What follows belongs to an exercise in optimizing a design on an open flow for small area; a production flow would make more cautious choices.
Function was checked by simulation only, so behaviour that the tests miss may differ from the original.
Power and IR drop assume default switching activity.

$ cat flow/run.sh
#!/bin/bash
# synth_recipe.tcl (not shown) runs the flow's synth.tcl, then flattens the netlist and writes it again
# the make line also repeats each setting of config.mk as NAME=value (left out here)
make -C /OpenROAD-flow-scripts/flow DESIGN_CONFIG=/design/flow/config.mk WORK_HOME=/design/flow/orfs CLKGATE_MAP_FILE= SYNTH_SCRIPT=/design/flow/synth_recipe.tcl finish
$ cat flow/config.mk
export PLATFORM = sky130hd
export DESIGN_NAME = processor
export DESIGN_NICKNAME = processor
export VERILOG_FILES = /design/flow/design.v
export SDC_FILE = /design/flow/constraint.sdc
export NUM_CORES = 4
export LEC_CHECK = 0
export CAP_MARGIN = 20
export CORE_MARGIN = 2
export CORE_UTILIZATION = 40
export SLEW_MARGIN = 20
$ cat flow/constraint.sdc
create_clock -name core_clock -period 7.0 [get_ports {clk}]
set_input_delay 1.4000 -clock core_clock [delete_from_list [all_inputs] [get_ports {clk}]]
set_output_delay 1.4000 -clock core_clock [all_outputs]
set_load 0.01 [all_outputs]
$ cat flow/design.v
`timescale 1ns/1ps
module processor(a,b,instruction,clk,rst,y);
    input [31:0] a,b;
    input [31:0] instruction;
    input clk, rst;
    output [31:0] y;
    reg [31:0] r1, r2;
    always @(posedge clk) begin
        if (rst == 1'b0) begin
            r1 <= (instruction[19:15] == instruction[24:20]) ? b : a;
            r2 <= b;
        end
    end
    wire i30 = instruction[30];
    wire [2:0] f = instruction[14:12];
    wire op_add  = ~i30 & (f == 3'b000);
    wire op_sub  =  i30 & (f == 3'b000);
    wire op_sll  = ~i30 & (f == 3'b001);
    wire op_slt  = ~i30 & (f == 3'b010);
    wire op_sltu = ~i30 & (f == 3'b011);
    wire op_xor  = ~i30 & (f == 3'b100);
    wire op_srl  = ~i30 & (f == 3'b101);
    wire op_sra  =  i30 & (f == 3'b101);
    wire op_or   = ~i30 & (f == 3'b110);
    wire op_and  = ~i30 & (f == 3'b111);
    wire inv = i30 | (f[1] & ~f[2]);
    wire [31:0] bx = r2 ^ {32{inv}};
    wire [31:0] p = r1 ^ bx;
    wire [31:0] g = r1 & bx;
    wire [32:0] c;
    bk32 pre(.g(g), .p(p), .cin(inv), .c(c));
    wire [31:0] sum = p ^ c[31:0];
    wire sdiff = r1[31] ^ r2[31];
    wire lt_s = sdiff ? r1[31] : ~c[32];
    wire lt_u = sdiff ? r2[31] : ~c[32];
    wire [31:0] r1rev;
    genvar k;
    generate for (k = 0; k < 32; k = k + 1) begin : rv
        assign r1rev[k] = r1[31-k];
    end endgenerate
    wire [31:0] sx = op_sll ? r1rev : r1;
    wire fill = op_sra & r1[31];
    wire [4:0] sh = r2[4:0];
    wire [31:0] s0 = sh[0] ? {fill, sx[31:1]} : sx;
    wire [31:0] s1 = sh[1] ? {{2{fill}}, s0[31:2]} : s0;
    wire [31:0] s2 = sh[2] ? {{4{fill}}, s1[31:4]} : s1;
    wire [31:0] s3 = sh[3] ? {{8{fill}}, s2[31:8]} : s2;
    wire [31:0] sr = sh[4] ? {{16{fill}}, s3[31:16]} : s3;
    wire [31:0] srrev;
    generate for (k = 0; k < 32; k = k + 1) begin : rv2
        assign srrev[k] = sr[31-k];
    end endgenerate
    assign y = ({32{op_add | op_sub}} & sum)
             | ({32{op_xor}} & (r1 ^ r2))
             | ({32{op_or}}  & (r1 | r2))
             | ({32{op_and}} & (r1 & r2))
             | ({32{op_srl | op_sra}} & sr)
             | ({32{op_sll}} & srrev)
             | {31'd0, (op_slt & lt_s) | (op_sltu & lt_u)};
endmodule
module bk32(g, p, cin, c);
    input [31:0] g, p;
    input cin;
    output [32:0] c;
    wire [31:0] G0 = {g[31:1], g[0] | (p[0] & cin)};
    wire [31:0] P0 = p;
    wire [31:0] G1, P1, G2, P2, G3, P3, G4, P4, G5, P5;
    genvar i;
    generate for (i = 0; i < 32; i = i + 1) begin : l1
        if (i % 2 == 1) begin
            assign G1[i] = G0[i] | (P0[i] & G0[i-1]);
            assign P1[i] = P0[i] & P0[i-1];
        end else begin
            assign G1[i] = G0[i];
            assign P1[i] = P0[i];
        end
    end endgenerate
    generate for (i = 0; i < 32; i = i + 1) begin : l2
        if (i % 4 == 3) begin
            assign G2[i] = G1[i] | (P1[i] & G1[i-2]);
            assign P2[i] = P1[i] & P1[i-2];
        end else begin
            assign G2[i] = G1[i];
            assign P2[i] = P1[i];
        end
    end endgenerate
    generate for (i = 0; i < 32; i = i + 1) begin : l3
        if (i % 8 == 7) begin
            assign G3[i] = G2[i] | (P2[i] & G2[i-4]);
            assign P3[i] = P2[i] & P2[i-4];
        end else begin
            assign G3[i] = G2[i];
            assign P3[i] = P2[i];
        end
    end endgenerate
    generate for (i = 0; i < 32; i = i + 1) begin : l4
        if (i % 16 == 15) begin
            assign G4[i] = G3[i] | (P3[i] & G3[i-8]);
            assign P4[i] = P3[i] & P3[i-8];
        end else begin
            assign G4[i] = G3[i];
            assign P4[i] = P3[i];
        end
    end endgenerate
    generate for (i = 0; i < 32; i = i + 1) begin : l5
        if (i == 31) begin
            assign G5[i] = G4[i] | (P4[i] & G4[i-16]);
            assign P5[i] = P4[i] & P4[i-16];
        end else begin
            assign G5[i] = G4[i];
            assign P5[i] = P4[i];
        end
    end endgenerate
    wire [31:0] D1, D2, D3, D4;
    generate for (i = 0; i < 32; i = i + 1) begin : d1
        if (i == 23) assign D1[i] = G5[i] | (P5[i] & G5[15]);
        else assign D1[i] = G5[i];
    end endgenerate
    generate for (i = 0; i < 32; i = i + 1) begin : d2
        if (i % 8 == 3 && i > 8) assign D2[i] = D1[i] | (P5[i] & D1[i-4]);
        else assign D2[i] = D1[i];
    end endgenerate
    generate for (i = 0; i < 32; i = i + 1) begin : d3
        if (i % 4 == 1 && i > 4) assign D3[i] = D2[i] | (P5[i] & D2[i-2]);
        else assign D3[i] = D2[i];
    end endgenerate
    generate for (i = 0; i < 32; i = i + 1) begin : d4
        if (i % 2 == 0 && i > 1) assign D4[i] = D3[i] | (P5[i] & D3[i-1]);
        else assign D4[i] = D3[i];
    end endgenerate
    assign c = {D4, cin};
endmodule
==> results.toml <==
[route]
finalWirelength_mm = 24.39
wl_per_cell_um = 19.98
dr.pass1.iters = 5
vias = 6924
dr.first_iter.drc_count = 589
ant_nets = 0
drt_drc_violations_left = 0
vias_per_cell = 5.671

[power]
p_total_mw = 1.821
swShare_pct = 37.46
pwr-share-comb_pct = 49.2
internal_power_mw = 1.139
p_leak_nw = 4.531
seq_power_share_pct = 28.2
power.density_nw_per_um2 = 177.7
power.clock.fraction_pct = 22.6
vdd_drop_max_uv = 114.2
power.switching_mw = 0.6822

[yosys]
syn_nets = 1016
synth_cell_type_count = 61
ys_warn_count = 1
yosys_most_used_dff = "edfxtp_1"
synth_async_sr_flop_share_pct = 0
ys_ff_latch = 64
synth_compound_area_share_pct = 18.42
synth.avg_cell_area_sq_um = 9.869
yosysTopAreaCellShare_pct = 24.10
netlist_area_sq_um = 7974
synth-simple-area-share_pct = 6.716
seq_area_frac_synth_pct = 24.10
synth_top_area_cell = "edfxtp_1"
netlist_top_cells_area = "edfxtp_1, ha_1, mux2i_1"
synth_top_family_by_area = "multiplexers"
synth_cells = 808
synth_edf_count = 64
synthAdderAreaFrac_pct = 18.77
synth_mux_area_share_pct = 19.74
synth-xor-area-share_pct = 5.712

[place]
dpl_cell_area_sq_um = 9753
numPortBuffers = 111
hpwl_mm = 18.84
routabilityCongestion = 0.9837
place_inst = 1197
post-place-ws_ns = -0.9732

[global_route]
gr-usage-all-layers_pct = 22.75
grt_pass1_vias = 6812
antenna_found_initial = 0
grt_overflow = 0
grt_pass1_wl_mm = 37.73
grt_max_degree = 65

[layout]
syn_to_final_growth_pct = 28.56
antenna_cells = 0
layout-drive-gt1-share_pct = 19.67
mostFrequentLayoutCell = "clkdlybuf4s50_1"
fin_cells = 1221
fillers = 1860
layout_common_cells = "clkdlybuf4s50_1, ha_1, mux2i_1"
fin_area_sq_um = 10250
final_util_pct = 52.50
fin_nets = 1159

[sta]
final-max-slew-violation-count = 0
min_period_ns = 7.043
max_freq_mhz = 142.0
period_share_pct = 100.6
hold_violations = 0
layout_setup_ws_ns = -0.04297
hold_ws_ns = 1.628
worstMarginPinSlew_ns = 0.8764
tns_ns = -0.04297
rsz0062_at_grt = "true"
setup-violations-final = 1
slew_headroom_pct = 41.51

[floorplan]
core_sq_um = 19530
pin_count = 130
die-area_sq_um = 21080
rows = 51
die_h_um = 145.2
start_util_pct = 40.84
die_w_um = 145.2

[min_path]
hold_end = "r2[16]"
hp-class = "primary input to register"
hold_depth = 1
min_from = "b[16]"

[critical_path]
critPathMaxFanout = 6
critPathKind = "primary input to output port"
critPathCaptureType = "output port"
crit_required_ns = 5.60
cp-start-kind = "primary input"
worst_ep_arrival_time_ns = 5.64

[status]
status = "failed layout checks"
violations = "setup timing"

[cts]
cts_root_buf = "clkbuf_16"
cts.sinks = 64
clockBufferDepth = 2
cts_buffers = 9
path_clk_slew_ns = 0.06
hold_buffers = 0
cts_max_level = 3
cts_tree = "yes"

[flow_run]
drv_cap = 0
[metal layers]
layer / wire length (um) / up-vias / track usage [%]
li1: - / 3326 / -
met1: 10540 / 3344 / 29.89
met2: 11750 / 213 / 37.67
met3: 1390 / 41 / 4.182
met4: 702 / 0 / 7.892
met5: 0 / - / 0
[power by group through the flow]
stage | Clock, mW | Sequential, mW | Combinational [mW]
final | 0.412 | 0.514 | 0.895
after global routing | 0.433 | 0.519 | 0.978
after CTS | 0.418 | 0.512 | 0.862
after detailed placement | 0 | 0.520 | 0.844
after global placement | 0 | 0.518 | 0.835
after floorplan | 0 | 0.500 | 0.525
[cell usage after synthesis, drive strengths merged, types with 2 or more instances]
cell type	instances
ha	94
mux2i	92
inv	73
edfxtp	64
nand2	42
o21ai	42
xnor2	40
clkbuf	39
a21oi	35
mux2	34
nor2	27
a222oi	24
a21o	18
buf	16
fa	16
a211oi	13
mux4	12
xor2	12
a221o	11
and3	9
nand3	8
o221ai	8
a31oi	7
o22ai	6
a211o	5
a221oi	5
nor2b	5
nor3	5
o211ai	5
a22oi	4
o21a	4
and2	3
nand3b	3
o2111ai	3
a21boi	2
a31o	2
o22a	2
or3	2
[area by class of cell]
class	count	area [sq um]	share of cell area, %
inverter	73	274.0	2.673
tap	265	331.6	3.234
sequential	64	1922	18.75
clock buffer	9	225.2	2.197
timing repair buffer	187	1714	16.72
multi-input combinational	616	5746	56.05
clock inverter	7	38.79	0.3784
[state kept, by name (all words and copies together), names as in the netlist]
register  cells
r1           32
r2           32
[cell families (layout without fill, tap and decap cells)]
logic type	Yosys count	count (layout)
xor gates and xnor gates	52	52
buffers and inverters	128	276
muxes	138	138
DFF	64	64
and+or+nand+nor	111	111
AOI/OAI and AO/OA	205	205
adders and majority gates	110	110
[critical path, stage by stage]
cell and delay, ns:
buf_8 0.10, a21oi_4 0.23, buf_12 0.19, xnor2_2 0.08
ha_1 0.30, and4_1 0.21, a221o_1 0.38, a311oi_1 0.24
a21bo_2 0.27, a311o_1 0.42, o41a_1 0.44, nand3_1 0.10
and2_4 0.14, fa_2 0.20, xnor2_2 0.06, a222oi_1 0.26
o21ai_1 0.15, a211o_1 0.32, buf_2 0.15
[what timing repair did]
item / 4_1_cts / 5_1_grt
resized for setup: 53 / 32
setup buffers: 3 / 5
pin swaps: 17 / 23
setup endpoints to repair: 22 / 14
[how the worst max path moves through the flow]
stage | startpoint | end | depth (start not counted)
after floorplan | instruction[13] | y[31] | 18
after global routing | instruction[13] | y[31] | 19
after CTS | instruction[14] | y[27] | 21
after detailed placement | instruction[14] | y[31] | 22
after global placement | instruction[14] | y[31] | 21
final | instruction[13] | y[31] | 19

[afterwards: timing with drivers on the ports]
No port has a modelled driver above. Below, the same layout with a new extraction and two added sets of constraints. Step 1 (the two cells are an assumption about what drives the block):
set clk [get_ports {clk}]
set_driving_cell -lib_cell sky130_fd_sc_hd__clkbuf_16 $clk
set_driving_cell -lib_cell sky130_fd_sc_hd__buf_2 [delete_from_list [all_inputs] $clk]
Step 2 also shifts input and output timing later by t, the mid clock arrival at the registers, as if the neighbouring blocks saw the same clock. a / b / c = ideal ports / drivers / drivers and shift; a / b = the first two.
t (ns): 0.393
setup slack, ns: -0.043 / -0.081 / -0.081
worst setup path at the end: input to output
clock arrival spread, ns: 0.003 / 0.003
slew at the worst register clock pin (ns): 0.06 / 0.06
For this run, drivers alone change the setup slack by -0.038 ns; drivers and shift together by -0.038 ns.
